From an optimization exercise on the open Yosys and OpenROAD flow, aimed at small area and a short achievable clock period; shortcuts taken in it are not production practice.
Function was checked by simulation only, so behaviour that the tests miss may differ from the original.
Power and IR drop assume default switching activity.

## flow/design.v

```verilog
module bit_population_counter_top (
  input  logic         clk_i,
  input  logic         srst_i,
  input  logic [127:0] data_i,
  input  logic         data_val_i,
  output logic [6:0]   data_o,
  output logic         data_val_o
);
  wire s1 = data_i[0] ^ data_i[100] ^ data_i[101];
  wire c2 = (data_i[0] & data_i[100]) | (data_i[0] & data_i[101]) | (data_i[100] & data_i[101]);
  wire s3 = data_i[102] ^ data_i[103] ^ data_i[104];
  wire c4 = (data_i[102] & data_i[103]) | (data_i[102] & data_i[104]) | (data_i[103] & data_i[104]);
  wire s5 = data_i[105] ^ data_i[106] ^ data_i[107];
  wire c6 = (data_i[105] & data_i[106]) | (data_i[105] & data_i[107]) | (data_i[106] & data_i[107]);
  wire s7 = data_i[108] ^ data_i[109] ^ data_i[10];
  wire c8 = (data_i[108] & data_i[109]) | (data_i[108] & data_i[10]) | (data_i[109] & data_i[10]);
  wire s9 = data_i[110] ^ data_i[111] ^ data_i[112];
  wire c10 = (data_i[110] & data_i[111]) | (data_i[110] & data_i[112]) | (data_i[111] & data_i[112]);
  wire s11 = data_i[113] ^ data_i[114] ^ data_i[115];
  wire c12 = (data_i[113] & data_i[114]) | (data_i[113] & data_i[115]) | (data_i[114] & data_i[115]);
  wire s13 = data_i[116] ^ data_i[117] ^ data_i[118];
  wire c14 = (data_i[116] & data_i[117]) | (data_i[116] & data_i[118]) | (data_i[117] & data_i[118]);
  wire s15 = data_i[119] ^ data_i[11] ^ data_i[120];
  wire c16 = (data_i[119] & data_i[11]) | (data_i[119] & data_i[120]) | (data_i[11] & data_i[120]);
  wire s17 = data_i[121] ^ data_i[122] ^ data_i[123];
  wire c18 = (data_i[121] & data_i[122]) | (data_i[121] & data_i[123]) | (data_i[122] & data_i[123]);
  wire s19 = data_i[124] ^ data_i[125] ^ data_i[126];
  wire c20 = (data_i[124] & data_i[125]) | (data_i[124] & data_i[126]) | (data_i[125] & data_i[126]);
  wire s21 = data_i[127] ^ data_i[12] ^ data_i[13];
  wire c22 = (data_i[127] & data_i[12]) | (data_i[127] & data_i[13]) | (data_i[12] & data_i[13]);
  wire s23 = data_i[14] ^ data_i[15] ^ data_i[16];
  wire c24 = (data_i[14] & data_i[15]) | (data_i[14] & data_i[16]) | (data_i[15] & data_i[16]);
  wire s25 = data_i[17] ^ data_i[18] ^ data_i[19];
  wire c26 = (data_i[17] & data_i[18]) | (data_i[17] & data_i[19]) | (data_i[18] & data_i[19]);
  wire s27 = data_i[1] ^ data_i[20] ^ data_i[21];
  wire c28 = (data_i[1] & data_i[20]) | (data_i[1] & data_i[21]) | (data_i[20] & data_i[21]);
  wire s29 = data_i[22] ^ data_i[23] ^ data_i[24];
  wire c30 = (data_i[22] & data_i[23]) | (data_i[22] & data_i[24]) | (data_i[23] & data_i[24]);
  wire s31 = data_i[25] ^ data_i[26] ^ data_i[27];
  wire c32 = (data_i[25] & data_i[26]) | (data_i[25] & data_i[27]) | (data_i[26] & data_i[27]);
  wire s33 = data_i[28] ^ data_i[29] ^ data_i[2];
  wire c34 = (data_i[28] & data_i[29]) | (data_i[28] & data_i[2]) | (data_i[29] & data_i[2]);
  wire s35 = data_i[30] ^ data_i[31] ^ data_i[32];
  wire c36 = (data_i[30] & data_i[31]) | (data_i[30] & data_i[32]) | (data_i[31] & data_i[32]);
  wire s37 = data_i[33] ^ data_i[34] ^ data_i[35];
  wire c38 = (data_i[33] & data_i[34]) | (data_i[33] & data_i[35]) | (data_i[34] & data_i[35]);
  wire s39 = data_i[36] ^ data_i[37] ^ data_i[38];
  wire c40 = (data_i[36] & data_i[37]) | (data_i[36] & data_i[38]) | (data_i[37] & data_i[38]);
  wire s41 = data_i[39] ^ data_i[3] ^ data_i[40];
  wire c42 = (data_i[39] & data_i[3]) | (data_i[39] & data_i[40]) | (data_i[3] & data_i[40]);
  wire s43 = data_i[41] ^ data_i[42] ^ data_i[43];
  wire c44 = (data_i[41] & data_i[42]) | (data_i[41] & data_i[43]) | (data_i[42] & data_i[43]);
  wire s45 = data_i[44] ^ data_i[45] ^ data_i[46];
  wire c46 = (data_i[44] & data_i[45]) | (data_i[44] & data_i[46]) | (data_i[45] & data_i[46]);
  wire s47 = data_i[47] ^ data_i[48] ^ data_i[49];
  wire c48 = (data_i[47] & data_i[48]) | (data_i[47] & data_i[49]) | (data_i[48] & data_i[49]);
  wire s49 = data_i[4] ^ data_i[50] ^ data_i[51];
  wire c50 = (data_i[4] & data_i[50]) | (data_i[4] & data_i[51]) | (data_i[50] & data_i[51]);
  wire s51 = data_i[52] ^ data_i[53] ^ data_i[54];
  wire c52 = (data_i[52] & data_i[53]) | (data_i[52] & data_i[54]) | (data_i[53] & data_i[54]);
  wire s53 = data_i[55] ^ data_i[56] ^ data_i[57];
  wire c54 = (data_i[55] & data_i[56]) | (data_i[55] & data_i[57]) | (data_i[56] & data_i[57]);
  wire s55 = data_i[58] ^ data_i[59] ^ data_i[5];
  wire c56 = (data_i[58] & data_i[59]) | (data_i[58] & data_i[5]) | (data_i[59] & data_i[5]);
  wire s57 = data_i[60] ^ data_i[61] ^ data_i[62];
  wire c58 = (data_i[60] & data_i[61]) | (data_i[60] & data_i[62]) | (data_i[61] & data_i[62]);
  wire s59 = data_i[63] ^ data_i[64] ^ data_i[65];
  wire c60 = (data_i[63] & data_i[64]) | (data_i[63] & data_i[65]) | (data_i[64] & data_i[65]);
  wire s61 = data_i[66] ^ data_i[67] ^ data_i[68];
  wire c62 = (data_i[66] & data_i[67]) | (data_i[66] & data_i[68]) | (data_i[67] & data_i[68]);
  wire s63 = data_i[69] ^ data_i[6] ^ data_i[70];
  wire c64 = (data_i[69] & data_i[6]) | (data_i[69] & data_i[70]) | (data_i[6] & data_i[70]);
  wire s65 = data_i[71] ^ data_i[72] ^ data_i[73];
  wire c66 = (data_i[71] & data_i[72]) | (data_i[71] & data_i[73]) | (data_i[72] & data_i[73]);
  wire s67 = data_i[74] ^ data_i[75] ^ data_i[76];
  wire c68 = (data_i[74] & data_i[75]) | (data_i[74] & data_i[76]) | (data_i[75] & data_i[76]);
  wire s69 = data_i[77] ^ data_i[78] ^ data_i[79];
  wire c70 = (data_i[77] & data_i[78]) | (data_i[77] & data_i[79]) | (data_i[78] & data_i[79]);
  wire s71 = data_i[7] ^ data_i[80] ^ data_i[81];
  wire c72 = (data_i[7] & data_i[80]) | (data_i[7] & data_i[81]) | (data_i[80] & data_i[81]);
  wire s73 = data_i[82] ^ data_i[83] ^ data_i[84];
  wire c74 = (data_i[82] & data_i[83]) | (data_i[82] & data_i[84]) | (data_i[83] & data_i[84]);
  wire s75 = data_i[85] ^ data_i[86] ^ data_i[87];
  wire c76 = (data_i[85] & data_i[86]) | (data_i[85] & data_i[87]) | (data_i[86] & data_i[87]);
  wire s77 = data_i[88] ^ data_i[89] ^ data_i[8];
  wire c78 = (data_i[88] & data_i[89]) | (data_i[88] & data_i[8]) | (data_i[89] & data_i[8]);
  wire s79 = data_i[90] ^ data_i[91] ^ data_i[92];
  wire c80 = (data_i[90] & data_i[91]) | (data_i[90] & data_i[92]) | (data_i[91] & data_i[92]);
  wire s81 = data_i[93] ^ data_i[94] ^ data_i[95];
  wire c82 = (data_i[93] & data_i[94]) | (data_i[93] & data_i[95]) | (data_i[94] & data_i[95]);
  wire s83 = data_i[96] ^ data_i[97] ^ data_i[98];
  wire c84 = (data_i[96] & data_i[97]) | (data_i[96] & data_i[98]) | (data_i[97] & data_i[98]);
  wire s85 = data_i[99] ^ data_i[9] ^ s1;
  wire c86 = (data_i[99] & data_i[9]) | (data_i[99] & s1) | (data_i[9] & s1);
  wire s87 = s11 ^ s13 ^ s15;
  wire c88 = (s11 & s13) | (s11 & s15) | (s13 & s15);
  wire s89 = s17 ^ s19 ^ s21;
  wire c90 = (s17 & s19) | (s17 & s21) | (s19 & s21);
  wire s91 = s23 ^ s25 ^ s27;
  wire c92 = (s23 & s25) | (s23 & s27) | (s25 & s27);
  wire s93 = s29 ^ s3 ^ s31;
  wire c94 = (s29 & s3) | (s29 & s31) | (s3 & s31);
  wire s95 = s33 ^ s35 ^ s37;
  wire c96 = (s33 & s35) | (s33 & s37) | (s35 & s37);
  wire s97 = s39 ^ s41 ^ s43;
  wire c98 = (s39 & s41) | (s39 & s43) | (s41 & s43);
  wire s99 = s45 ^ s47 ^ s49;
  wire c100 = (s45 & s47) | (s45 & s49) | (s47 & s49);
  wire s101 = s5 ^ s51 ^ s53;
  wire c102 = (s5 & s51) | (s5 & s53) | (s51 & s53);
  wire s103 = s55 ^ s57 ^ s59;
  wire c104 = (s55 & s57) | (s55 & s59) | (s57 & s59);
  wire s105 = s61 ^ s63 ^ s65;
  wire c106 = (s61 & s63) | (s61 & s65) | (s63 & s65);
  wire s107 = s67 ^ s69 ^ s7;
  wire c108 = (s67 & s69) | (s67 & s7) | (s69 & s7);
  wire s109 = s71 ^ s73 ^ s75;
  wire c110 = (s71 & s73) | (s71 & s75) | (s73 & s75);
  wire s111 = s77 ^ s79 ^ s81;
  wire c112 = (s77 & s79) | (s77 & s81) | (s79 & s81);
  wire s113 = c10 ^ c12 ^ c14;
  wire c114 = (c10 & c12) | (c10 & c14) | (c12 & c14);
  wire s115 = c16 ^ c18 ^ c2;
  wire c116 = (c16 & c18) | (c16 & c2) | (c18 & c2);
  wire s117 = c20 ^ c22 ^ c24;
  wire c118 = (c20 & c22) | (c20 & c24) | (c22 & c24);
  wire s119 = c26 ^ c28 ^ c30;
  wire c120 = (c26 & c28) | (c26 & c30) | (c28 & c30);
  wire s121 = c32 ^ c34 ^ c36;
  wire c122 = (c32 & c34) | (c32 & c36) | (c34 & c36);
  wire s123 = c38 ^ c4 ^ c40;
  wire c124 = (c38 & c4) | (c38 & c40) | (c4 & c40);
  wire s125 = c42 ^ c44 ^ c46;
  wire c126 = (c42 & c44) | (c42 & c46) | (c44 & c46);
  wire s127 = c48 ^ c50 ^ c52;
  wire c128 = (c48 & c50) | (c48 & c52) | (c50 & c52);
  wire s129 = c54 ^ c56 ^ c58;
  wire c130 = (c54 & c56) | (c54 & c58) | (c56 & c58);
  wire s131 = c6 ^ c60 ^ c62;
  wire c132 = (c6 & c60) | (c6 & c62) | (c60 & c62);
  wire s133 = c64 ^ c66 ^ c68;
  wire c134 = (c64 & c66) | (c64 & c68) | (c66 & c68);
  wire s135 = c70 ^ c72 ^ c74;
  wire c136 = (c70 & c72) | (c70 & c74) | (c72 & c74);
  wire s137 = c76 ^ c78 ^ c8;
  wire c138 = (c76 & c78) | (c76 & c8) | (c78 & c8);
  wire s139 = c80 ^ c82 ^ c84;
  wire c140 = (c80 & c82) | (c80 & c84) | (c82 & c84);
  logic [57:0] p0;
  wire s141 = p0[0] ^ p0[10] ^ p0[11];
  wire c142 = (p0[0] & p0[10]) | (p0[0] & p0[11]) | (p0[10] & p0[11]);
  wire s143 = p0[12] ^ p0[13] ^ p0[14];
  wire c144 = (p0[12] & p0[13]) | (p0[12] & p0[14]) | (p0[13] & p0[14]);
  wire s145 = p0[15] ^ p0[1] ^ p0[2];
  wire c146 = (p0[15] & p0[1]) | (p0[15] & p0[2]) | (p0[1] & p0[2]);
  wire s147 = p0[3] ^ p0[4] ^ p0[5];
  wire c148 = (p0[3] & p0[4]) | (p0[3] & p0[5]) | (p0[4] & p0[5]);
  wire s149 = p0[6] ^ p0[7] ^ p0[8];
  wire c150 = (p0[6] & p0[7]) | (p0[6] & p0[8]) | (p0[7] & p0[8]);
  wire s151 = p0[9] ^ s141 ^ s143;
  wire c152 = (p0[9] & s141) | (p0[9] & s143) | (s141 & s143);
  wire s153 = s145 ^ s147 ^ s149;
  wire c154 = (s145 & s147) | (s145 & s149) | (s147 & s149);
  wire s155 = p0[16] ^ p0[17] ^ p0[18];
  wire c156 = (p0[16] & p0[17]) | (p0[16] & p0[18]) | (p0[17] & p0[18]);
  wire s157 = p0[19] ^ p0[20] ^ p0[21];
  wire c158 = (p0[19] & p0[20]) | (p0[19] & p0[21]) | (p0[20] & p0[21]);
  wire s159 = p0[22] ^ p0[23] ^ p0[24];
  wire c160 = (p0[22] & p0[23]) | (p0[22] & p0[24]) | (p0[23] & p0[24]);
  wire s161 = p0[25] ^ p0[26] ^ p0[27];
  wire c162 = (p0[25] & p0[26]) | (p0[25] & p0[27]) | (p0[26] & p0[27]);
  wire s163 = p0[28] ^ p0[29] ^ p0[30];
  wire c164 = (p0[28] & p0[29]) | (p0[28] & p0[30]) | (p0[29] & p0[30]);
  wire s165 = p0[31] ^ p0[32] ^ p0[33];
  wire c166 = (p0[31] & p0[32]) | (p0[31] & p0[33]) | (p0[32] & p0[33]);
  wire s167 = p0[34] ^ p0[35] ^ p0[36];
  wire c168 = (p0[34] & p0[35]) | (p0[34] & p0[36]) | (p0[35] & p0[36]);
  wire s169 = p0[37] ^ p0[38] ^ p0[39];
  wire c170 = (p0[37] & p0[38]) | (p0[37] & p0[39]) | (p0[38] & p0[39]);
  wire s171 = p0[40] ^ p0[41] ^ p0[42];
  wire c172 = (p0[40] & p0[41]) | (p0[40] & p0[42]) | (p0[41] & p0[42]);
  wire s173 = p0[43] ^ c142 ^ c144;
  wire c174 = (p0[43] & c142) | (p0[43] & c144) | (c142 & c144);
  wire s175 = c146 ^ c148 ^ c150;
  wire c176 = (c146 & c148) | (c146 & c150) | (c148 & c150);
  wire s177 = s155 ^ s157 ^ s159;
  wire c178 = (s155 & s157) | (s155 & s159) | (s157 & s159);
  wire s179 = s161 ^ s163 ^ s165;
  wire c180 = (s161 & s163) | (s161 & s165) | (s163 & s165);
  wire s181 = s167 ^ s169 ^ s171;
  wire c182 = (s167 & s169) | (s167 & s171) | (s169 & s171);
  wire s183 = p0[44] ^ p0[45] ^ p0[46];
  wire c184 = (p0[44] & p0[45]) | (p0[44] & p0[46]) | (p0[45] & p0[46]);
  wire s185 = p0[47] ^ p0[48] ^ p0[49];
  wire c186 = (p0[47] & p0[48]) | (p0[47] & p0[49]) | (p0[48] & p0[49]);
  wire s187 = p0[50] ^ p0[51] ^ p0[52];
  wire c188 = (p0[50] & p0[51]) | (p0[50] & p0[52]) | (p0[51] & p0[52]);
  wire s189 = p0[53] ^ p0[54] ^ p0[55];
  wire c190 = (p0[53] & p0[54]) | (p0[53] & p0[55]) | (p0[54] & p0[55]);
  wire s191 = p0[56] ^ p0[57] ^ c156;
  wire c192 = (p0[56] & p0[57]) | (p0[56] & c156) | (p0[57] & c156);
  wire s193 = c158 ^ c160 ^ c162;
  wire c194 = (c158 & c160) | (c158 & c162) | (c160 & c162);
  wire s195 = c164 ^ c166 ^ c168;
  wire c196 = (c164 & c166) | (c164 & c168) | (c166 & c168);
  wire s197 = c170 ^ c172 ^ s183;
  wire c198 = (c170 & c172) | (c170 & s183) | (c172 & s183);
  wire s199 = s185 ^ s187 ^ s189;
  wire c200 = (s185 & s187) | (s185 & s189) | (s187 & s189);
  wire s201 = c184 ^ c186 ^ c188;
  wire c202 = (c184 & c186) | (c184 & c188) | (c186 & c188);
  logic [26:0] p1;
  wire s203 = p1[2] ^ p1[3] ^ p1[4];
  wire c204 = (p1[2] & p1[3]) | (p1[2] & p1[4]) | (p1[3] & p1[4]);
  wire s205 = p1[5] ^ p1[6] ^ p1[7];
  wire c206 = (p1[5] & p1[6]) | (p1[5] & p1[7]) | (p1[6] & p1[7]);
  wire s207 = p1[8] ^ s203 ^ s205;
  wire c208 = (p1[8] & s203) | (p1[8] & s205) | (s203 & s205);
  wire s209 = p1[10] ^ p1[11] ^ p1[12];
  wire c210 = (p1[10] & p1[11]) | (p1[10] & p1[12]) | (p1[11] & p1[12]);
  wire s211 = p1[13] ^ p1[14] ^ p1[15];
  wire c212 = (p1[13] & p1[14]) | (p1[13] & p1[15]) | (p1[14] & p1[15]);
  wire s213 = p1[16] ^ p1[17] ^ p1[18];
  wire c214 = (p1[16] & p1[17]) | (p1[16] & p1[18]) | (p1[17] & p1[18]);
  wire s215 = p1[9] ^ c204 ^ c206;
  wire c216 = (p1[9] & c204) | (p1[9] & c206) | (c204 & c206);
  wire s217 = s209 ^ s211 ^ s213;
  wire c218 = (s209 & s211) | (s209 & s213) | (s211 & s213);
  wire s219 = p1[19] ^ p1[20] ^ p1[21];
  wire c220 = (p1[19] & p1[20]) | (p1[19] & p1[21]) | (p1[20] & p1[21]);
  wire s221 = p1[22] ^ p1[23] ^ p1[24];
  wire c222 = (p1[22] & p1[23]) | (p1[22] & p1[24]) | (p1[23] & p1[24]);
  wire s223 = p1[25] ^ c210 ^ c212;
  wire c224 = (p1[25] & c210) | (p1[25] & c212) | (c210 & c212);
  wire s225 = c214 ^ s219 ^ s221;
  wire c226 = (c214 & s219) | (c214 & s221) | (s219 & s221);
  wire s227 = p1[26] ^ c220 ^ c222;
  wire c228 = (p1[26] & c220) | (p1[26] & c222) | (c220 & c222);
  logic [13:0] p2;
  wire s229 = p2[3] ^ p2[4] ^ p2[5];
  wire c230 = (p2[3] & p2[4]) | (p2[3] & p2[5]) | (p2[4] & p2[5]);
  wire s231 = p2[6] ^ p2[7] ^ p2[8];
  wire c232 = (p2[6] & p2[7]) | (p2[6] & p2[8]) | (p2[7] & p2[8]);
  wire s233 = p2[9] ^ c230 ^ s231;
  wire c234 = (p2[9] & c230) | (p2[9] & s231) | (c230 & s231);
  wire s235 = p2[10] ^ p2[11] ^ p2[12];
  wire c236 = (p2[10] & p2[11]) | (p2[10] & p2[12]) | (p2[11] & p2[12]);
  wire s237 = c232 ^ s235;
  wire c238 = c232 & s235;
  wire s239 = p2[13] ^ c236;
  wire c240 = p2[13] & c236;
  logic [9:0] p3;
  wire s241 = p3[0] ^ p3[1];
  wire c242 = p3[0] & p3[1];
  wire s243 = p3[5] ^ p3[6];
  wire c244 = p3[5] & p3[6];
  wire s245 = p3[7] ^ p3[8];
  wire c246 = p3[7] & p3[8];
  wire o247 = p3[2] ^ c242;
  wire g248 = (p3[2] & c242);
  wire o249 = p3[3] ^ g248;
  wire q250 = p3[3] & p3[2];
  wire g251 = (q250 & c242);
  wire o252 = p3[4] ^ g251;
  wire q253 = p3[4] & p3[3];
  wire g254 = (q253 & g248);
  wire o255 = s243 ^ g254;
  wire q256 = s243 & p3[4];
  wire q257 = q256 & p3[3];
  wire g258 = (q257 & g248) | c244;
  wire o259 = s245 ^ g258;
  wire g260 = (s245 & c244) | c246;
  wire q261 = s245 & s243;
  wire q262 = q261 & p3[4];
  wire g263 = (q262 & g251) | g260;
  wire o264 = p3[9] ^ g263;
  always_ff @( posedge clk_i )
    begin
      p0[0] <= s83;
      p0[1] <= s9;
      p0[2] <= s101;
      p0[3] <= s103;
      p0[4] <= s105;
      p0[5] <= s107;
      p0[6] <= s109;
      p0[7] <= s111;
      p0[8] <= s85;
      p0[9] <= s87;
      p0[10] <= s89;
      p0[11] <= s91;
      p0[12] <= s93;
      p0[13] <= s95;
      p0[14] <= s97;
      p0[15] <= s99;
      p0[16] <= c100;
      p0[17] <= c102;
      p0[18] <= c104;
      p0[19] <= c106;
      p0[20] <= c108;
      p0[21] <= c110;
      p0[22] <= c112;
      p0[23] <= c86;
      p0[24] <= c88;
      p0[25] <= c90;
      p0[26] <= c92;
      p0[27] <= c94;
      p0[28] <= c96;
      p0[29] <= c98;
      p0[30] <= s113;
      p0[31] <= s115;
      p0[32] <= s117;
      p0[33] <= s119;
      p0[34] <= s121;
      p0[35] <= s123;
      p0[36] <= s125;
      p0[37] <= s127;
      p0[38] <= s129;
      p0[39] <= s131;
      p0[40] <= s133;
      p0[41] <= s135;
      p0[42] <= s137;
      p0[43] <= s139;
      p0[44] <= c114;
      p0[45] <= c116;
      p0[46] <= c118;
      p0[47] <= c120;
      p0[48] <= c122;
      p0[49] <= c124;
      p0[50] <= c126;
      p0[51] <= c128;
      p0[52] <= c130;
      p0[53] <= c132;
      p0[54] <= c134;
      p0[55] <= c136;
      p0[56] <= c138;
      p0[57] <= c140;
      p1[0] <= s151;
      p1[1] <= s153;
      p1[2] <= c152;
      p1[3] <= c154;
      p1[4] <= s173;
      p1[5] <= s175;
      p1[6] <= s177;
      p1[7] <= s179;
      p1[8] <= s181;
      p1[9] <= c174;
      p1[10] <= c176;
      p1[11] <= c178;
      p1[12] <= c180;
      p1[13] <= c182;
      p1[14] <= s191;
      p1[15] <= s193;
      p1[16] <= s195;
      p1[17] <= s197;
      p1[18] <= s199;
      p1[19] <= c190;
      p1[20] <= c192;
      p1[21] <= c194;
      p1[22] <= c196;
      p1[23] <= c198;
      p1[24] <= c200;
      p1[25] <= s201;
      p1[26] <= c202;
      p2[0] <= p1[0];
      p2[1] <= p1[1];
      p2[2] <= s207;
      p2[3] <= c208;
      p2[4] <= s215;
      p2[5] <= s217;
      p2[6] <= c216;
      p2[7] <= c218;
      p2[8] <= s223;
      p2[9] <= s225;
      p2[10] <= c224;
      p2[11] <= c226;
      p2[12] <= s227;
      p2[13] <= c228;
      p3[0] <= p2[0];
      p3[1] <= p2[1];
      p3[2] <= p2[2];
      p3[3] <= s229;
      p3[4] <= s233;
      p3[5] <= s237;
      p3[6] <= c234;
      p3[7] <= c238;
      p3[8] <= s239;
      p3[9] <= c240;
    end
  wire [6:0] count = {o264, o259, o255, o252, o249, o247, s241};
  logic [4:0] val;
  always_ff @( posedge clk_i )
    begin
      if ( srst_i )
        val <= '0;
      else
        val <= { val[3:0], data_val_i };
    end
  assign data_val_o = val[4];
  always_ff @( posedge clk_i )
    data_o <= count;
endmodule
```

## flow/flow/run.sh

```bash
#!/bin/bash
# The standard layout (standard.sh) with three changes to its settings:
#  - Yosys's synth runs without its early "abc -fast" pass (SYNTH_ARGS=-noabc),
#    so extract_fa keeps the RTL's full adders in their true polarity instead
#    of adding inverters around them; the registers are the same;
#  - ports are buffered with plain buf_1 cells instead of delay buffers;
#  - CTS inserts no dummy loads and uses small clock buffers.
# make's output (every step's log is also kept under orfs/logs) goes to flow.log.
set -euo pipefail
cat >> config.mk <<'CFG'
export SYNTH_ARGS = -noabc
export BUFFER_PORTS_ARGS = -buffer_cell sky130_fd_sc_hd__buf_1
export CTS_ARGS = -repair_clock_nets -dont_use_dummy_load -buf_list {sky130_fd_sc_hd__clkbuf_4}
CFG
bash standard.sh finish > flow.log 2>&1
```

## flow/standard.sh

```bash
#!/bin/bash
# synth_recipe.tcl (not shown) runs the flow's synth.tcl, then flattens the netlist and writes it again
# the make line also repeats each setting of config.mk as NAME=value (left out here)
make -C /OpenROAD-flow-scripts/flow DESIGN_CONFIG=/design/flow/config.mk WORK_HOME=/design/flow/orfs CLKGATE_MAP_FILE= SYNTH_SCRIPT=/design/flow/synth_recipe.tcl "${@:-finish}"
```

## flow/config.mk

```make
export PLATFORM = sky130hd
export DESIGN_NAME = bit_population_counter_top
export DESIGN_NICKNAME = bit_population_counter_top
export VERILOG_FILES = /design/flow/design.v
export SDC_FILE = /design/flow/constraint.sdc
export NUM_CORES = 4
export LEC_CHECK = 0
export CAP_MARGIN = 20
export CORE_MARGIN = 2
export CORE_UTILIZATION = 40
export SLEW_MARGIN = 20
export SYNTH_ARGS = -noabc
export BUFFER_PORTS_ARGS = -buffer_cell sky130_fd_sc_hd__buf_1
export CTS_ARGS = -repair_clock_nets -dont_use_dummy_load -buf_list {sky130_fd_sc_hd__clkbuf_4}
```

## flow/constraint.sdc

```tcl
create_clock -name core_clock -period 2.6 [get_ports {clk_i}]
set_input_delay 0.5200 -clock core_clock [delete_from_list [all_inputs] [get_ports {clk_i}]]
set_output_delay 0.5200 -clock core_clock [all_outputs]
set_load 0.01 [all_outputs]
```

==> impl_metrics.json, run 1 <==
{
  "die_w_um": 116,
  "grt-ovfl-total": 0,
  "clockBufferDepth": 2,
  "power.density_nw_per_um2": 986,
  "drt-initial-drc-count": 70,
  "worstSetupStartpointType": "flip-flop",
  "hold_viol": 0,
  "crit_arrival_ns": 1.89,
  "coreArea_um2": 12100,
  "numCtsBuffers": 17,
  "clock.fmax_mhz": 674,
  "finalSetupViolations": 0,
  "drt_first_pass_iters": 4,
  "worstPathCellList": "fa_1 > fa_1",
  "final_area_um2": 5830,
  "start_util": 0.412,
  "track_usage": 0.133,
  "antenna_cells": 0,
  "grt_pass1_vias": 2783,
  "yosys_register_bits": 121,
  "postCtsResizedCells": 0,
  "status": "finished clean",
  "post-route-util": 0.483,
  "relSlewSlack": 0.853,
  "cpPeakStageDelay_ns": 0.56,
  "drc": 0,
  "seqPwrFrac": 0.524,
  "syn-cell-area_um2": 4970,
  "avgRoutedWirePerCell_um": 13.1,
  "holdWs_ns": 0.271,
  "dieHeight_um": 116,
  "routed_wl_um": 7660,
  "critPathCaptureType": "flip-flop",
  "cp_max_fo": 1,
  "io_pins": 139,
  "grt_use_met1": 0.156,
  "antenna_found_initial": 0,
  "synth_top_area_cell": "dfxtp_1",
  "period_share": 0.570,
  "synth.top_cell.area_share": 0.487,
  "grt_max_degree": 17,
  "place.gp.congestion": 0.778,
  "root_buffer": "clkbuf_4",
  "nets": 674,
  "leakage_nw": 2.21,
  "hp-class": "primary input to flip-flop",
  "grt_util_met2": 0.221,
  "clock-sinks": 121,
  "yosysSeqAreaShare": 0.487,
  "dr_total_vias": 2403,
  "cp.required_ns": 3.00,
  "die-area_um2": 13300,
  "yosysUniqueCellTypes": 10,
  "internal-power_w": 0.00391,
  "crit_type": "flip-flop to flip-flop",
  "placed_area_um2": 5700,
  "switching_power_w": 0.00184,
  "cpMostUsedCell": "fa_1",
  "routed_via_density": 4.11,
  "drv_cap": 0,
  "synth_xor_area_frac": 0.00881,
  "tightestPinTransition_ns": 0.217,
  "place_ws_ns": 0.773,
  "drv_slew": 0,
  "busiest_layer": "met2",
  "io_buffers": 138,
  "tritoncts": "yes",
  "synthTopCellsByArea": "dfxtp_1 49%, fa_1 47%, ha_1 1.5%",
  "grtUsageMet3": 0.0497,
  "antenna_left": 0,
  "postCtsSetupBuffers": 0,
  "syn-num-nets": 517,
  "swShare": 0.320,
  "crit_path_top_delay_cell": "fa_1",
  "synth_fa_ha_area_frac": 0.490,
  "period_needed_ns": 1.48,
  "vdd_drop_max_mv": 0.323,
  "layout_commonest_cell": "buf_1",
  "layout_common_cells": "138 x buf_1, 121 x dfxtp_1, 118 x fa_1",
  "avgSynthCellArea_um2": 19.0,
  "place_hpwl_um": 6910,
  "yosys.area_share.simple": 0.0103,
  "cts_hold_buf": 0,
  "fin_setup_tns_ns": 0,
  "synth_cells": 262,
  "grt_pass1_wl_um": 12800,
  "p_clk_frac": 0.141,
  "combPwrFrac": 0.335,
  "fin_worst_skew_ns": 0.0320,
  "clock_latency_ns": 0.47,
  "crit_family": "adder cells",
  "cts.clk_slew.worst_paths_ns": 0.08,
  "synth-compound-area-share": 0.00377,
  "areaGrowthSynthToFinish_pct": 17.2,
  "crit_buf_inv": 0,
  "drive_gt1_frac": 0.0408,
  "worst_slack_ns": 1.12,
  "synth_top_family_by_area": "adder cells",
  "grt_setup_unrepaired": "false",
  "rows": 40,
  "muxShareOfSynthArea": 0,
  "ys_warn_count": 1,
  "h-tree-depth": 4
}
final cells by class:
type | instances | area [um2]
fill | 1068 | 6230
multi-input combinational | 141 | 2550
sequential | 121 | 2420
timing repair buffer | 138 | 518
tap | 168 | 210
clock buffer | 17 | 128
layer usage:
metal	routed length, um	share of wire	vias to the layer above
met1	2950	0.38	1208
met3	358	0.047	6
met5	0	0	-
met2	4260	0.56	70
li1	-	-	1119
met4	93	0.012	0
metrics by stage:
| stage | total power [W] | instances |
|---|---|---|
| floorplan | 0.00426 | 262 |
| global placement | 0.00500 | 568 |
| detailed placement | 0.00509 | 568 |
| CTS | 0.00591 | 585 |
| global route | 0.00639 | 585 |
| finish | 0.00575 | 585 |
synth_stat cells (all sizes together):
master,count
o21ai,1
ha,6
fa,118
dfxtp,121
a41oi,1
nor2b,5
xnor2,3
nand3,4
xor2,2
a21oi,1
state kept, by name, summed over array words and instances, names as in the netlist:
signal  flops
p2         14
val         5
p0         58
p1         27
p3         10
data_o      7
final timing paths:
kind | from | to | slack, ns | cells past startpoint
worst max-delay path | p0[1] | p1[1] | 1.12 | 2
worst min-delay path | data_val_i | val[0] | 0.27 | 2
worst max register to register | p0[1] | p1[1] | 1.12 | 2
worst min register to register | p2[0] | p3[0] | 0.33 | 0
logic make-up after synthesis:
kind of cell	Yosys count
adders and majority gates	124
xor gates and xnor gates	5
and+or+nand+nor	9
AOI/OAI and AO/OA	3
DFF	121
power groups by stage:
stage | registers, W | logic, W | clock network [W]
2_1_floorplan | 0.00301 | 0.00125 | 0
3_3_place_gp | 0.00307 | 0.00193 | 0
3_5_place_dp | 0.00308 | 0.00201 | 0
4_1_cts | 0.00303 | 0.00202 | 0.000862
5_1_grt | 0.00311 | 0.00234 | 0.000943
6_report | 0.00301 | 0.00193 | 0.000809
==> inputs of run 2 (changes only) <==
--- a/flow/flow/run.sh
+++ b/flow/flow/run.sh
@@ -11,5 +11,5 @@
 export SYNTH_ARGS = -noabc
 export BUFFER_PORTS_ARGS = -buffer_cell sky130_fd_sc_hd__buf_1
-export CTS_ARGS = -repair_clock_nets -dont_use_dummy_load -buf_list {sky130_fd_sc_hd__clkbuf_4}
+export CTS_ARGS = -sink_clustering_enable -repair_clock_nets -buf_list {sky130_fd_sc_hd__clkbuf_4}
 CFG
 bash standard.sh finish > flow.log 2>&1
--- a/flow/config.mk
+++ b/flow/config.mk
@@ -12,3 +12,3 @@
 export SYNTH_ARGS = -noabc
 export BUFFER_PORTS_ARGS = -buffer_cell sky130_fd_sc_hd__buf_1
-export CTS_ARGS = -repair_clock_nets -dont_use_dummy_load -buf_list {sky130_fd_sc_hd__clkbuf_4}
+export CTS_ARGS = -sink_clustering_enable -repair_clock_nets -buf_list {sky130_fd_sc_hd__clkbuf_4}
==> run 2 against run 1 <==
  * Worst setup slack got worse by 0.011 ns
  * Highest routed layer unchanged
  * Critical endpoint is now p1[8]
  * Critical path depth unchanged
  * Critical path type unchanged
  * Largest cell class unchanged
  * Combinational power hardly changed
==> impl_metrics.json, run 2 <==
{
  "syn-num-nets": 517,
  "coreArea_um2": 12100,
  "leakage_nw": 2.27,
  "power.density_nw_per_um2": 1030,
  "crit_buf_inv": 0,
  "grtUsageMet3": 0.0528,
  "routed_wl_um": 7780,
  "synth.top_cell.area_share": 0.487,
  "cpMostUsedCell": "fa_1",
  "period_share": 0.575,
  "p_clk_frac": 0.197,
  "cp_max_fo": 1,
  "worstPathCellList": "fa_1 > fa_1",
  "dp.cells": 568,
  "top_regs": "p0: 58 flops, p1: 27 flops, p2: 14 flops",
  "dr_total_vias": 2431,
  "hp-class": "primary input to flip-flop",
  "numCtsBuffers": 17,
  "antenna_cells": 0,
  "clock_latency_ns": 0.49,
  "ys_top_cells_by_count": "121 x dfxtp_1, 118 x fa_1, 6 x ha_1",
  "timing.rr.start": "p0[34]",
  "grt_pass1_vias": 2822,
  "avgSynthCellArea_um2": 19.0,
  "async_flop_share": 0,
  "antenna_left": 0,
  "drv_slew": 0,
  "start_util": 0.412,
  "layout_commonest_cell": "buf_1",
  "nets": 674,
  "io_buffers": 138,
  "fin_worst_skew_ns": 0.0174,
  "grt-ovfl-total": 0,
  "grt_use_met1": 0.156,
  "top_register": "p0",
  "cpPeakStageDelay_ns": 0.53,
  "routed_via_density": 4.05,
  "avgRoutedWirePerCell_um": 13.0,
  "crit_arrival_ns": 1.86,
  "relSlewSlack": 0.853,
  "reg2reg_slack_ns": 1.11,
  "hold_viol": 0,
  "tightestPinTransition_ns": 0.218,
  "layout_common_cells": "138 x buf_1, 121 x dfxtp_1, 118 x fa_1",
  "areaGrowthSynthToFinish_pct": 19.9,
  "h-tree-depth": 4,
  "grt_max_degree": 17,
  "antenna_found_initial": 0,
  "grt_pass1_wl_um": 12900,
  "crit_type": "flip-flop to flip-flop",
  "switching_power_w": 0.00195,
  "critPathCaptureType": "flip-flop",
  "busiest_layer": "met2",
  "synth_edf_count": 0,
  "grt_setup_unrepaired": "false",
  "yosys_most_used_dff": "dfxtp_1",
  "rows": 40,
  "cp.required_ns": 2.97,
  "clockBufferDepth": 2,
  "yosysSeqAreaShare": 0.487,
  "postCtsResizedCells": 0,
  "drt_first_pass_iters": 4,
  "cts_hold_buf": 0,
  "finalSetupViolations": 0,
  "timing.rr.end": "p1[8]",
  "crit_family": "adder cells",
  "cts.clk_slew.worst_paths_ns": 0.10,
  "drt-initial-drc-count": 70,
  "seqPwrFrac": 0.490,
  "layoutNonFillerInstCount": 600,
  "internal-power_w": 0.00420,
  "track_usage": 0.136,
  "die_w_um": 116,
  "grt_util_met2": 0.225,
  "min_to": "val[0]",
  "clock.fmax_mhz": 669,
  "place_hpwl_um": 6910,
  "combPwrFrac": 0.314,
  "synth_cells": 262,
  "ys_warn_count": 1,
  "drive_gt1_frac": 0.0648,
  "postCtsSetupBuffers": 0,
  "yosys_register_bits": 121,
  "min_from": "data_val_i",
  "vdd_drop_max_mv": 0.357,
  "period_needed_ns": 1.49,
  "clock-sinks": 121,
  "synthTopCellsByArea": "dfxtp_1 49%, fa_1 47%, ha_1 1.5%",
  "num-fill-cells": 1065,
  "crit_path_top_delay_cell": "fa_1",
  "fin_setup_tns_ns": 0,
  "status": "finished clean",
  "cp_num_cells": 2,
  "whs_path_depth": 2,
  "r2r_cells": 2,
  "synth_top_area_cell": "dfxtp_1",
  "yosysUniqueCellTypes": 10,
  "die-area_um2": 13300,
  "place.gp.congestion": 0.778,
  "post-route-util": 0.495,
  "swShare": 0.317,
  "drv_cap": 0,
  "root_buffer": "clkbuf_4",
  "io_pins": 139,
  "synth.most_common_cell": "dfxtp_1",
  "largest_register_ffs": 58,
  "syn-cell-area_um2": 4970,
  "worstSetupStartpointType": "flip-flop",
  "drc": 0,
  "dieHeight_um": 116,
  "tritoncts": "yes"
}
-- run 2: cells by family (layout without fill, tap and decap cells) --
kind of cell	Yosys count	after routing	share of synthesized area
adders and majority gates	124	124	0.490
xor gates and xnor gates	5	5	0.00881
AOI/OAI and AO/OA	3	3	0.00377
DFF	121	121	0.487
buffers and inverters	0	170	0
and+or+nand+nor	9	9	0.0103
-- run 2: power by group through the flow --
| stage | Sequential, W | Clock, W | Combinational, W |
|---|---|---|---|
| 2_1_floorplan | 0.00301 | 0 | 0.00125 |
| 3_3_place_gp | 0.00307 | 0 | 0.00193 |
| 3_5_place_dp | 0.00308 | 0 | 0.00201 |
| 4_1_cts | 0.00303 | 0.00126 | 0.00202 |
| 5_1_grt | 0.00311 | 0.00135 | 0.00234 |
| 6_report | 0.00301 | 0.00121 | 0.00193 |
-- run 2: cell type report --
cell class	instances	area (um2)	area share
Clock buffer	21	158	0.0264
Clock inverter	11	105	0.0176
Multi-Input combinational cell	141	2550	0.428
Sequential cell	121	2420	0.406
Tap cell	168	210	0.0352
Timing Repair Buffer	138	518	0.0868
-- run 2: worst max-delay path by stage --
| stage | start | endpoint |
|---|---|---|
| floorplan | data_i[121] | p0[10] |
| global placement | data_i[0] | p0[8] |
| detailed placement | data_i[0] | p0[8] |
| CTS | data_o[6] | data_o[6] |
| global route | data_o[3] | data_o[3] |
| finish | p0[34] | p1[8] |
-- run 2: metal layers --
metal / up-vias / routed length, um
met3: 10 / 374
met4: 0 / 117
met2: 71 / 4270
met1: 1212 / 3020
li1: 1138 / -
met5: - / 0
-- run 2: metrics by stage --
stage / hold slack (ns) / cell area (um2) / worst slack [ns] / total power (W)
after floorplan: 0.310 / 4970 / 0.995 / 0.00426
after global placement: 0.313 / 5700 / 0.775 / 0.00500
after detailed placement: 0.314 / 5700 / 0.773 / 0.00509
after CTS: 0.185 / 5960 / 1.06 / 0.00631
after global routing: 0.190 / 5960 / 1.00 / 0.00680
final: 0.241 / 5960 / 1.11 / 0.00615
==> inputs of run 3 (changes only) <==
--- a/flow/flow/run.sh
+++ b/flow/flow/run.sh
@@ -11,5 +11,5 @@
 export SYNTH_ARGS = -noabc
 export BUFFER_PORTS_ARGS = -buffer_cell sky130_fd_sc_hd__buf_1
-export CTS_ARGS = -sink_clustering_enable -repair_clock_nets -buf_list {sky130_fd_sc_hd__clkbuf_4}
+export CTS_ARGS = -sink_clustering_enable -repair_clock_nets -dont_use_dummy_load -buf_list {sky130_fd_sc_hd__clkbuf_4}
 CFG
 bash standard.sh finish > flow.log 2>&1
--- a/flow/config.mk
+++ b/flow/config.mk
@@ -9,6 +9,7 @@
 export CORE_MARGIN = 2
 export CORE_UTILIZATION = 40
+export SETUP_SLACK_MARGIN = 1.25
 export SLEW_MARGIN = 20
 export SYNTH_ARGS = -noabc
 export BUFFER_PORTS_ARGS = -buffer_cell sky130_fd_sc_hd__buf_1
-export CTS_ARGS = -sink_clustering_enable -repair_clock_nets -buf_list {sky130_fd_sc_hd__clkbuf_4}
+export CTS_ARGS = -sink_clustering_enable -repair_clock_nets -dont_use_dummy_load -buf_list {sky130_fd_sc_hd__clkbuf_4}
==> run 3 against run 2 <==
  * Still clean on timing, DRC and antenna
  * Routed wire length grew 1.2%
  * Global-route usage shrank 0.19 points
  * Combinational power grew 8%
  * Sequential share of layout area shrank 0.21 points
  * Worst hold slack gained 0.014 ns
  * Design area grew 2.3%
  * Sequential power grew 2%
  * Register-to-register slack lost 0.02 ns
  * Core utilization grew 1.2 points
  * Critical path depth is the same
  * Final cell count shrank 2.5%
  * Critical endpoint unchanged
  * Largest power group unchanged
==> impl_metrics.json, run 3 <==
{
  "die_w_um": 116,
  "relSlewSlack": 0.857,
  "hp-class": "primary input to flip-flop",
  "crit_arrival_ns": 1.82,
  "critPathCaptureType": "flip-flop",
  "die-area_um2": 13300,
  "clock_latency_ns": 0.47,
  "grt-ovfl-total": 0,
  "top_layer_used": "met4",
  "dr_total_vias": 2424,
  "cp_max_fo": 1,
  "grt_pass1_wl_um": 12800,
  "grt_pass1_vias": 2753,
  "synth_cells": 262,
  "met2_length_um": 4290,
  "drive_gt1_frac": 0.343,
  "cp.required_ns": 2.90,
  "antenna_left": 0,
  "rows": 40,
  "crit_path_top_delay_cell": "fa_2",
  "crit_buf_inv": 0,
  "worstPathCellList": "fa_2 > fa_1",
  "syn-cell-area_um2": 4970,
  "tritoncts": "yes",
  "fin_setup_tns_ns": 0,
  "clock.fmax_mhz": 659,
  "drt_first_pass_iters": 4,
  "worstSetupStartpointType": "flip-flop",
  "yosys_register_bits": 121,
  "yosysSeqAreaShare": 0.487,
  "period_share": 0.584,
  "areaGrowthSynthToFinish_pct": 22.7,
  "grt_max_degree": 17,
  "drv_cap": 0,
  "leakage_nw": 2.17,
  "coreArea_um2": 12100,
  "layout_commonest_cell": "buf_1",
  "routed_via_density": 4.14,
  "ys_warn_count": 1,
  "antenna_cells": 0,
  "regArea_um2": 2470,
  "crit_family": "adder cells",
  "io_buffers": 138,
  "top_register": "p0",
  "power.density_nw_per_um2": 980,
  "period_needed_ns": 1.52,
  "async_flop_share": 0,
  "multiInputGateArea_um2": 2760,
  "holdWs_ns": 0.255,
  "synth.top_cell.area_share": 0.487,
  "routed_wl_um": 7870,
  "place_hpwl_um": 6890,
  "ys_top_cells_by_count": "121 x dfxtp_1, 118 x fa_1, 6 x ha_1",
  "postCtsSetupBuffers": 0,
  "track_usage": 0.134,
  "nets": 674,
  "avgSynthCellArea_um2": 19.0,
  "root_buffer": "clkbuf_4",
  "drt-initial-drc-count": 53,
  "wl_met3_um": 385,
  "clock-sinks": 121,
  "drc": 0,
  "cpPeakStageDelay_ns": 0.58,
  "avgRoutedWirePerCell_um": 13.4,
  "io_pins": 139,
  "drv_slew": 0,
  "syn-num-nets": 517,
  "h-tree-depth": 4,
  "top_regs": "p0: 58 flops, p1: 27 flops, p2: 14 flops",
  "place.gp.congestion": 0.799,
  "crit_type": "flip-flop to flip-flop",
  "hold_viol": 0,
  "yosys_most_used_dff": "dfxtp_1",
  "yosysUniqueCellTypes": 10,
  "synth.most_common_cell": "dfxtp_1",
  "largest_register_ffs": 58,
  "vdd_drop_max_mv": 0.380,
  "layout_common_cells": "130 x buf_1, 86 x dfxtp_1, 83 x fa_2",
  "synth_edf_count": 0,
  "tightestPinTransition_ns": 0.212,
  "dieHeight_um": 116,
  "cts.clk_slew.worst_paths_ns": 0.11,
  "m1WireLength_um": 3050,
  "antenna_found_initial": 0,
  "synthTopCellsByArea": "dfxtp_1 49%, fa_1 47%, ha_1 1.5%",
  "numCtsBuffers": 17,
  "finalSetupViolations": 0,
  "fin_worst_skew_ns": 0.0301,
  "num-fill-cells": 1029,
  "synth_top_area_cell": "dfxtp_1",
  "grt_setup_unrepaired": "true",
  "clockBufferDepth": 2,
  "status": "finished clean",
  "start_util": 0.412
}
## run 3: worst paths after layout
kind                                 start     end  slack (ns)  cells after the start
worst max-delay path                p0[37]   p1[8]        1.08                      2
worst min-delay path            data_val_i  val[0]        0.25                      2
worst max register to register      p0[37]   p1[8]        1.08                      2
worst min register to register       p2[2]   p3[2]        0.33                      0
## run 3: worst register-to-register path, stage by stage (launching register included)
cell and delay [ns]:
dfxtp_1 0.33, fa_2 0.58, fa_1 0.45
## run 3: logic make-up (layout without fill, tap and decap cells)
| group | Yosys count | count (layout) | share of synthesized area |
|---|---|---|---|
| and+or+nand+nor | 9 | 9 | 0.0103 |
| AOI/OAI and AO/OA | 3 | 3 | 0.00377 |
| xor gates and xnor gates | 5 | 5 | 0.00881 |
| buffers and inverters | 0 | 155 | 0 |
| DFF | 121 | 121 | 0.487 |
| adders and majority gates | 124 | 124 | 0.490 |
## run 3: cell type report
| type | instances | area share |
|---|---|---|
| repair buffers | 138 | 0.0886 |
| flip-flops and latches | 121 | 0.404 |
| well taps | 168 | 0.0344 |
| multi-input cells | 141 | 0.452 |
| clock buffers | 17 | 0.0209 |
## run 3: repair_timing
item / 4_1_cts / 5_1_grt
setup endpoints to repair: 37 / 34
hold buffers: 0 / 0
gates resized for setup: 44 / 28
cloned: 0 / 0
pin swaps: 24 / 12
## run 3: report_power, final
part           switching [W]  internal (W)  leakage [nW]
Clock               0.000523      0.000299        0.0782
Sequential          0.000389       0.00269          1.02
Combinational       0.000993       0.00109          1.07
Total                0.00190       0.00407          2.17
## run 3: per-layer routing
layer / GRT usage / vias up
li1: - / 1114
met1: 0.156 / 1227
met2: 0.227 / 72
met3: 0.0450 / 11
met4: 0.0562 / 0
met5: 0 / -
## run 3: stage by stage
step                      instance area, um2  cells  total power (W)  worst slack (ns)   util
final                                   6100    585          0.00598              1.08  0.506
after global routing                    6100    585          0.00667              1.05  0.506
after CTS                               6050    585          0.00606              1.08  0.501
after detailed placement                5840    568          0.00511             0.773  0.484
after global placement                  5840    568          0.00503             0.811  0.484
after floorplan                         5110    262          0.00428             0.995      -
==> inputs of run 4 (changes only) <==
--- a/flow/config.mk
+++ b/flow/config.mk
@@ -9,5 +9,4 @@
 export CORE_MARGIN = 2
 export CORE_UTILIZATION = 40
-export SETUP_SLACK_MARGIN = 1.25
 export SLEW_MARGIN = 20
 export SYNTH_ARGS = -noabc
==> run 4 against run 3 <==
  * Still clean
  * Global-route usage is essentially flat
  * Flip-flop and latch count is the same
  * Worst setup slack gained 0.034 ns
  * Combinational power shrank 7%
  * Register-to-register slack gained 0.03 ns
  * Largest cell class unchanged
==> impl_metrics.json, run 4 <==
{
  "synth_cells": 262,
  "worstPathCellList": "fa_1 > fa_1",
  "die-area_um2": 13300,
  "synth_edf_count": 0,
  "worstSetupStartpointType": "flip-flop",
  "synth.most_common_cell": "dfxtp_1",
  "hp-class": "primary input to flip-flop",
  "drv_cap": 0,
  "drt-initial-drc-count": 70,
  "layoutNonFillerInstCount": 585,
  "grt_pass1_wl_um": 12800,
  "dr_total_vias": 2403,
  "nets": 674,
  "areaGrowthSynthToFinish_pct": 17.2,
  "leakage_nw": 2.21,
  "vdd_drop_max_mv": 0.323,
  "die_w_um": 116,
  "place_hpwl_um": 6910,
  "whs_path_depth": 2,
  "tightestPinTransition_ns": 0.217,
  "yosysSeqAreaShare": 0.487,
  "yosysUniqueCellTypes": 10,
  "yosys_register_bits": 121,
  "antenna_found_initial": 0,
  "clockBufferDepth": 2,
  "crit_family": "adder cells",
  "top_regs": "p0: 58 flops, p1: 27 flops, p2: 14 flops",
  "hold_viol": 0,
  "place.gp.congestion": 0.778,
  "drt_first_pass_iters": 4,
  "critPathCaptureType": "flip-flop",
  "root_buffer": "clkbuf_4",
  "cpMostUsedCell": "fa_1",
  "yosys_most_used_dff": "dfxtp_1",
  "syn-num-nets": 517,
  "top_register": "p0",
  "crit_arrival_ns": 1.89,
  "power.density_nw_per_um2": 986,
  "rows": 40,
  "clock-sinks": 121,
  "r2r_cells": 2,
  "async_flop_share": 0,
  "drv_slew": 0,
  "postCtsSetupBuffers": 0,
  "cp_max_fo": 1,
  "syn-cell-area_um2": 4970,
  "clock.fmax_mhz": 674,
  "cp_num_cells": 2,
  "grt_max_degree": 17,
  "grt_setup_unrepaired": "false",
  "cp.required_ns": 3.00,
  "switching_power_w": 0.00184,
  "h-tree-depth": 4,
  "io_pins": 139,
  "coreArea_um2": 12100,
  "period_share": 0.570,
  "ys_top_cells_by_count": "121 x dfxtp_1, 118 x fa_1, 6 x ha_1",
  "p_clk_frac": 0.141,
  "routed_wl_um": 7660,
  "grt-ovfl-total": 0,
  "crit_buf_inv": 0,
  "clock_latency_ns": 0.47,
  "combPwrFrac": 0.335,
  "avgRoutedWirePerCell_um": 13.1,
  "synth_top_area_cell": "dfxtp_1",
  "swShare": 0.320,
  "status": "finished clean",
  "ys_warn_count": 1,
  "seqPwrFrac": 0.524,
  "tritoncts": "yes",
  "cts.clk_slew.worst_paths_ns": 0.08,
  "p_total_w": 0.00575,
  "synth.top_cell.area_share": 0.487,
  "cts_hold_buf": 0,
  "grt_pass1_vias": 2783,
  "numCtsBuffers": 17,
  "dieHeight_um": 116,
  "largest_register_ffs": 58,
  "finalSetupViolations": 0,
  "drive_gt1_frac": 0.0408,
  "antenna_cells": 0,
  "internal-power_w": 0.00391,
  "relSlewSlack": 0.853,
  "dp.cells": 568,
  "synthTopCellsByArea": "dfxtp_1 49%, fa_1 47%, ha_1 1.5%",
  "reg2reg_slack_ns": 1.12,
  "routed_via_density": 4.11,
  "fin_worst_skew_ns": 0.0320,
  "avgSynthCellArea_um2": 19.0,
  "postCtsResizedCells": 0,
  "layout_commonest_cell": "buf_1",
  "crit_path_top_delay_cell": "fa_1",
  "cpPeakStageDelay_ns": 0.56,
  "track_usage": 0.133,
  "io_buffers": 138,
  "crit_type": "flip-flop to flip-flop",
  "period_needed_ns": 1.48,
  "fin_setup_tns_ns": 0,
  "start_util": 0.412,
  "drc": 0,
  "antenna_left": 0,
  "layout_common_cells": "138 x buf_1, 121 x dfxtp_1, 118 x fa_1"
}
## run 4: power by group through the flow
stage | registers [W] | clock network [W] | logic (W)
6_report | 0.00301 | 0.000809 | 0.00193
5_1_grt | 0.00311 | 0.000943 | 0.00234
4_1_cts | 0.00303 | 0.000862 | 0.00202
3_5_place_dp | 0.00308 | 0 | 0.00201
3_3_place_gp | 0.00307 | 0 | 0.00193
2_1_floorplan | 0.00301 | 0 | 0.00125
## run 4: path summary, 6_finish.rpt
check                                start     end
worst max register to register       p0[1]   p1[1]
worst max-delay path                 p0[1]   p1[1]
worst min-delay path            data_val_i  val[0]
worst min register to register       p2[0]   p3[0]
## run 4: through the flow
stage	instance area [um2]	hold WS [ns]	setup slack [ns]	util
after global placement	5700	0.313	0.775	0.473
final	5830	0.271	1.12	0.483
after global routing	5830	0.221	1.03	0.483
after floorplan	4970	0.310	0.995	-
after CTS	5830	0.210	1.08	0.483
after detailed placement	5700	0.314	0.773	0.473
## run 4: cells by family after synthesis
group | share of synthesized area
AOI/OAI and AO/OA | 0.00377
DFF | 0.487
xor gates and xnor gates | 0.00881
adders and majority gates | 0.490
and+or+nand+nor | 0.0103
## run 4: layer usage
metal	GRT usage	wire length [um]
met1	0.156	2950
met2	0.221	4260
met3	0.0497	358
met4	0.0594	93
met5	0	0
## run 4: layout make-up
| type | instances | area (um2) |
|---|---|---|
| Fill cell | 1068 | 6230 |
| Multi-Input combinational cell | 141 | 2550 |
| Sequential cell | 121 | 2420 |
| Timing Repair Buffer | 138 | 518 |
| Tap cell | 168 | 210 |
| Clock buffer | 17 | 128 |
==> inputs of run 5 (changes only) <==
--- a/flow/config.mk
+++ b/flow/config.mk
@@ -9,4 +9,5 @@
 export CORE_MARGIN = 2
 export CORE_UTILIZATION = 40
+export SETUP_SLACK_MARGIN = 1.4
 export SLEW_MARGIN = 20
 export SYNTH_ARGS = -noabc
==> run 5 against run 4 <==
  * Non-clock buffer count unchanged
  * Critical path depth did not move
  * Clock skew barely moved
  * Clock power grew 2%
  * Sequential share of layout area fell by 2.3 points
  * Worst setup slack worse by 0.015 ns
  * First-iteration DRC count fell by 39%
  * Via count grew 1.5%
  * Maximum frequency shrank 0.98%
  * Synthesized cell count did not move
  * Area after synthesis did not move
  * Critical path type unchanged
  * Highest routed layer unchanged
==> impl_metrics.json, run 5 <==
{
  "start_util": 0.412,
  "critPathCaptureType": "flip-flop",
  "clock-sinks": 121,
  "async_flop_share": 0,
  "die_w_um": 116,
  "fin_worst_skew_ns": 0.0318,
  "dieHeight_um": 116,
  "place.gp.congestion": 0.788,
  "dp.cells": 568,
  "top_regs": "p0: 58 flops, p1: 27 flops, p2: 14 flops",
  "power.density_nw_per_um2": 980,
  "finalSetupViolations": 0,
  "dr_total_vias": 2438,
  "routed_wl_um": 8070,
  "worstSetupStartpointType": "flip-flop",
  "vdd_drop_max_mv": 0.302,
  "antenna_left": 0,
  "post-route-util": 0.525,
  "place_ws_ns": 0.773,
  "combPwrFrac": 0.363,
  "switching_power_w": 0.00198,
  "grt-ovfl-total": 0,
  "synth_top_area_cell": "dfxtp_1",
  "nets": 674,
  "synth_cells": 262,
  "largest_register_ffs": 58,
  "crit_arrival_ns": 1.83,
  "yosysSeqAreaShare": 0.487,
  "leakage_nw": 2.24,
  "timing.rr.start": "p0[15]",
  "min_to": "val[0]",
  "grt_max_degree": 17,
  "yosys_register_bits": 121,
  "yosys_most_used_dff": "dfxtp_1",
  "worst_slack_ns": 1.10,
  "period_needed_ns": 1.50,
  "antenna_found_initial": 0,
  "layout_commonest_cell": "buf_1",
  "track_usage": 0.137,
  "cts.clk_slew.worst_paths_ns": 0.08,
  "cp.required_ns": 2.93,
  "clock.fmax_mhz": 668,
  "layout_common_cells": "111 x buf_1, 100 x fa_2, 69 x dfxtp_1",
  "cts_hold_buf": 0,
  "avgRoutedWirePerCell_um": 13.8,
  "fin_setup_tns_ns": 0,
  "synth.top_cell.area_share": 0.487,
  "drc": 0,
  "antenna_cells": 0,
  "period_share": 0.576,
  "synthTopCellsByArea": "dfxtp_1 49%, fa_1 47%, ha_1 1.5%",
  "status": "finished clean",
  "coreArea_um2": 12100,
  "avgSynthCellArea_um2": 19.0,
  "yosysUniqueCellTypes": 10,
  "reg2reg_slack_ns": 1.10,
  "relSlewSlack": 0.859,
  "grt_setup_unrepaired": "true",
  "io_pins": 139,
  "top_register": "p0",
  "whs_path_depth": 2,
  "ys_warn_count": 1,
  "drt-initial-drc-count": 43,
  "numCtsBuffers": 17,
  "areaGrowthSynthToFinish_pct": 27.3,
  "tritoncts": "yes",
  "postCtsSetupBuffers": 0,
  "synth.most_common_cell": "dfxtp_1",
  "timing.rr.end": "p1[1]",
  "p_clk_frac": 0.133,
  "seqPwrFrac": 0.504,
  "root_buffer": "clkbuf_4",
  "h-tree-depth": 4,
  "place_hpwl_um": 6970,
  "swShare": 0.320,
  "grt_pass1_vias": 2850,
  "internal-power_w": 0.00422,
  "tightestPinTransition_ns": 0.211,
  "io_buffers": 138,
  "drv_cap": 0,
  "min_from": "data_val_i",
  "drt_first_pass_iters": 4,
  "synth_edf_count": 0,
  "clock_latency_ns": 0.47,
  "crit_type": "flip-flop to flip-flop",
  "rows": 40,
  "syn-cell-area_um2": 4970,
  "drive_gt1_frac": 0.484,
  "syn-num-nets": 517,
  "r2r_cells": 2,
  "ys_top_cells_by_count": "121 x dfxtp_1, 118 x fa_1, 6 x ha_1",
  "die-area_um2": 13300,
  "p_total_w": 0.00620,
  "hold_viol": 0,
  "clockBufferDepth": 2,
  "layoutNonFillerInstCount": 585,
  "cp_max_fo": 1,
  "grt_pass1_wl_um": 13100,
  "routed_via_density": 4.17,
  "drv_slew": 0,
  "hp-class": "primary input to flip-flop"
}
## run 5: cell counts after synthesis
Identical to the previous run, type by type.
## run 5: final cells by class
class                           count  area [um2]
Clock buffer                       17         128
Timing Repair Buffer              138         664
Fill cell                        1008        5730
Multi-Input combinational cell    141        2840
Sequential cell                   121        2490
Tap cell                          168         210
## run 5: metal layers
layer	vias to the layer above	routed length (um)	global-route usage
met5	-	0	0
met4	0	102	0.0514
met3	7	374	0.0471
met2	71	4540	0.236
met1	1244	3050	0.158
li1	1116	-	-
## run 5: worst max path at each step
stage	start	endpoint	slack, ns	cells past startpoint
2_1_floorplan	data_i[124]	p0[10]	1.0	2
3_3_place_gp	data_i[0]	p0[8]	0.81	3
3_5_place_dp	data_i[0]	p0[8]	0.77	3
4_1_cts	p0[36]	p1[8]	1.09	2
5_1_grt	p0[15]	p1[1]	1.07	2
6_report	p0[15]	p1[1]	1.10	2
## run 5: repair_timing
item / CTS / global route
pin swaps: 50 / 24
gates resized for setup: 76 / 38
endpoints found under the setup margin: 61 / 59
## run 5: cell families (layout without fill, tap and decap cells)
kind of cell,count (synthesis),count (layout),synth area share
xor+xnor,5,5,0.00881
buf+inv,0,155,0
compound gates,3,3,0.00377
simple gates,9,9,0.0103
fa+ha+maj,124,124,0.490
flops,121,121,0.487
## run 5: worst max-delay path, cell delays in order (launching register included)
cell and delay (ns):
dfxtp_2 0.33, fa_2 0.62, fa_2 0.42
## run 5: metrics by stage
stage	hold WS, ns	instance area, um2
6_report	0.264	6330
5_1_grt	0.231	6330
4_1_cts	0.222	6220
3_5_place_dp	0.314	5930
3_3_place_gp	0.312	5930
2_1_floorplan	0.310	5200
## run 5: power groups by stage
| stage | logic, W | registers (W) | clock network [W] |
|---|---|---|---|
| 2_1_floorplan | 0.00139 | 0.00303 | 0 |
| 3_3_place_gp | 0.00211 | 0.00309 | 0 |
| 3_5_place_dp | 0.00221 | 0.00311 | 0 |
| 4_1_cts | 0.00228 | 0.00311 | 0.000871 |
| 5_1_grt | 0.00272 | 0.00321 | 0.000958 |
| 6_report | 0.00225 | 0.00313 | 0.000824 |
==> inputs of run 6 (changes only) <==
--- a/flow/flow/run.sh
+++ b/flow/flow/run.sh
@@ -11,5 +11,5 @@
 export SYNTH_ARGS = -noabc
 export BUFFER_PORTS_ARGS = -buffer_cell sky130_fd_sc_hd__buf_1
-export CTS_ARGS = -sink_clustering_enable -repair_clock_nets -dont_use_dummy_load -buf_list {sky130_fd_sc_hd__clkbuf_4}
+export CTS_ARGS = -sink_clustering_enable -repair_clock_nets -dont_use_dummy_load -buf_list {sky130_fd_sc_hd__clkbuf_8} -sink_clustering_size 30 -sink_clustering_max_diameter 120
 CFG
 bash standard.sh finish > flow.log 2>&1
--- a/flow/config.mk
+++ b/flow/config.mk
@@ -9,7 +9,6 @@
 export CORE_MARGIN = 2
 export CORE_UTILIZATION = 40
-export SETUP_SLACK_MARGIN = 1.4
 export SLEW_MARGIN = 20
 export SYNTH_ARGS = -noabc
 export BUFFER_PORTS_ARGS = -buffer_cell sky130_fd_sc_hd__buf_1
-export CTS_ARGS = -sink_clustering_enable -repair_clock_nets -dont_use_dummy_load -buf_list {sky130_fd_sc_hd__clkbuf_4}
+export CTS_ARGS = -sink_clustering_enable -repair_clock_nets -dont_use_dummy_load -buf_list {sky130_fd_sc_hd__clkbuf_8} -sink_clustering_size 30 -sink_clustering_max_diameter 120
==> run 6 against run 5 <==
  * Register-to-register slack improved by 0.02 ns
  * Maximum frequency grew 1.1%
  * Count of clock-buffer cells in the layout is the same
  * Non-clock buffer count unchanged
  * Sequential share of layout area up 1.5 points
  * Clock skew fell by 0.012 ns
  * Worst setup slack better by 0.017 ns
  * Synthesized cell count stayed put
  * Critical path type unchanged
  * Critical endpoint is now p2[9]
  * Highest routed layer unchanged
==> impl_metrics.json, run 6 <==
{
  "root_buffer": "clkbuf_8",
  "crit_arrival_ns": 1.77,
  "areaGrowthSynthToFinish_pct": 19.3,
  "timing.rr.end": "p2[9]",
  "reg2reg_slack_ns": 1.12,
  "grt-ovfl-total": 0,
  "die_w_um": 116,
  "yosys_register_bits": 121,
  "nets": 674,
  "min_from": "data_val_i",
  "grt_max_degree": 17,
  "synth.most_common_cell": "dfxtp_1",
  "synthTopCellsByArea": "dfxtp_1 49%, fa_1 47%, ha_1 1.5%",
  "largest_register_ffs": 58,
  "drc": 0,
  "drt_first_pass_iters": 4,
  "routed_via_density": 4.10,
  "die-area_um2": 13300,
  "timing.rr.start": "p1[19]",
  "relSlewSlack": 0.853,
  "vdd_drop_max_mv": 0.428,
  "top_regs": "p0: 58 flops, p1: 27 flops, p2: 14 flops",
  "place.gp.congestion": 0.778,
  "clock_latency_ns": 0.41,
  "grt_pass1_vias": 2773,
  "drt-initial-drc-count": 49,
  "avgRoutedWirePerCell_um": 13.3,
  "drv_cap": 0,
  "tightestPinTransition_ns": 0.217,
  "min_to": "val[0]",
  "holdWs_ns": 0.320,
  "dr_total_vias": 2399,
  "antenna_cells": 0,
  "top_register": "p0",
  "ys_warn_count": 1,
  "clockBufferDepth": 2,
  "cts_hold_buf": 0,
  "postCtsSetupBuffers": 0,
  "hp-class": "primary input to flip-flop",
  "cp.required_ns": 2.88,
  "synth_top_area_cell": "dfxtp_1",
  "io_pins": 139,
  "hold_viol": 0,
  "r2r_cells": 2,
  "power.density_nw_per_um2": 1030,
  "avgSynthCellArea_um2": 19.0,
  "grt_pass1_wl_um": 12800,
  "period_needed_ns": 1.48,
  "place_hpwl_um": 6910,
  "synth_edf_count": 0,
  "tritoncts": "yes",
  "cp_max_fo": 1,
  "grt_setup_unrepaired": "false",
  "whs_path_depth": 2,
  "fin_setup_tns_ns": 0,
  "start_util": 0.412,
  "critPathCaptureType": "flip-flop",
  "numCtsBuffers": 17,
  "syn-num-nets": 517,
  "io_buffers": 138,
  "yosysSeqAreaShare": 0.487,
  "fin_worst_skew_ns": 0.0200,
  "yosys_most_used_dff": "dfxtp_1",
  "async_flop_share": 0,
  "dieHeight_um": 116,
  "syn-cell-area_um2": 4970,
  "cts.clk_slew.worst_paths_ns": 0.07,
  "track_usage": 0.134,
  "layout_common_cells": "138 x buf_1, 121 x dfxtp_1, 118 x fa_1",
  "crit_type": "flip-flop to flip-flop",
  "drv_slew": 0,
  "postCtsResizedCells": 0,
  "clock-sinks": 121,
  "crit_start": "p1[19]",
  "h-tree-depth": 4,
  "finalSetupViolations": 0,
  "synth.top_cell.area_share": 0.487,
  "yosysUniqueCellTypes": 10,
  "worstSetupStartpointType": "flip-flop",
  "status": "finished clean",
  "layout_commonest_cell": "buf_1",
  "antenna_left": 0,
  "coreArea_um2": 12100,
  "rows": 40,
  "ys_top_cells_by_count": "121 x dfxtp_1, 118 x fa_1, 6 x ha_1",
  "antenna_found_initial": 0,
  "synth_cells": 262,
  "period_share": 0.570,
  "clock.fmax_mhz": 675,
  "drive_gt1_frac": 0.0408,
  "leakage_nw": 2.25,
  "routed_wl_um": 7790
}
run 6: cell types whose count changed in the layout (fill, tap and decap cells not counted), sizes merged:
cell	previous run	this run
buf	137	138
clkbuf	18	17
run 6: final cells by class:
| class | instances | area (um2) |
|---|---|---|
| Tap cell | 168 | 210 |
| Multi-Input combinational cell | 141 | 2550 |
| Sequential cell | 121 | 2420 |
| Timing Repair Buffer | 138 | 518 |
| Fill cell | 1054 | 6130 |
| Clock buffer | 17 | 234 |
run 6: cells by family (layout without fill, tap and decap cells):
family          Yosys count  in the layout  synth area share
fa+ha+maj               124            124             0.490
flops                   121            121             0.487
simple gates              9              9            0.0103
xor+xnor                  5              5           0.00881
compound gates            3              3           0.00377
buf+inv                   0            155                 0
run 6: worst max-delay path, stage by stage (launching register included):
cell and delay, ns:
dfxtp_1 0.32, fa_1 0.58, fa_1 0.45
run 6: worst max path at each step:
stage                     endpoint  slack, ns  depth (start not counted)
after global routing         p1[1]       1.09                          2
final                        p2[9]       1.12                          2
after floorplan             p0[10]       0.99                          2
after CTS                    p1[8]       1.11                          2
after detailed placement     p0[8]       0.77                          3
after global placement       p0[8]       0.78                          3
run 6: metal layers:
metal,up-vias,share of wire,global-route usage,wire length (um)
met5,-,0,0,0
met4,0,0.013,0.0546,105
met3,8,0.055,0.0560,430
met2,75,0.55,0.223,4290
met1,1202,0.38,0.156,2970
li1,1114,-,-,-
run 6: through the flow:
step                      worst slack [ns]   util  total power, W  area [um2]  cells
after detailed placement             0.773  0.473         0.00509        5700    568
final                                 1.12  0.492         0.00609        5940    585
after CTS                             1.11  0.492         0.00625        5940    585
after floorplan                      0.995      -         0.00426        4970    262
after global placement               0.775  0.473         0.00500        5700    568
after global routing                  1.09  0.492         0.00672        5940    585
run 6: where the power goes:
| group | total [W] | leakage, nW | internal [W] | switching (W) |
|---|---|---|---|---|
| registers | 0.00302 | 1.02 | 0.00266 | 0.000363 |
| clock network | 0.00114 | 0.122 | 0.000572 | 0.000565 |
| logic | 0.00194 | 1.11 | 0.000963 | 0.000976 |
| total | 0.00609 | 2.25 | 0.00419 | 0.00190 |

-- afterwards: timing with drivers on the ports --
The flow's constraints put no driver on any port. The routed layouts listed below were extracted and timed again, unchanged, in two steps. Step 1 assumes that a clkbuf_16 drives the clock port and a buf_2 every other input. Step 2 adds t to the input delays and takes it off the output delays; t is the mean of the earliest and latest rising clock arrival at the registers after step 1. Input paths then give back, and output paths get back, about the clock's delay inside the block. Slacks: ideal / step 1 / step 2; pairs: ideal / step 1.
run	t (ns)	setup slack, ns	hold slack, ns
run 1	0.485	1.117 / 1.117 / 0.818	0.271 / 0.261 / 0.330
run 2	0.516	1.106 / 1.104 / 0.813	0.241 / 0.231 / 0.337
run 3	0.485	1.083 / 1.083 / 0.833	0.255 / 0.245 / 0.329
run 4	0.485	1.117 / 1.117 / 0.818	0.271 / 0.261 / 0.330
run 5	0.491	1.102 / 1.102 / 0.800	0.264 / 0.253 / 0.320
run 6	0.436	1.119 / 1.119 / 0.809	0.320 / 0.311 / 0.326
After both steps setup and hold are still met in every run listed. For run 6, which loses most, drivers alone change the setup slack by 0.000 ns; drivers and shift together by -0.310 ns.
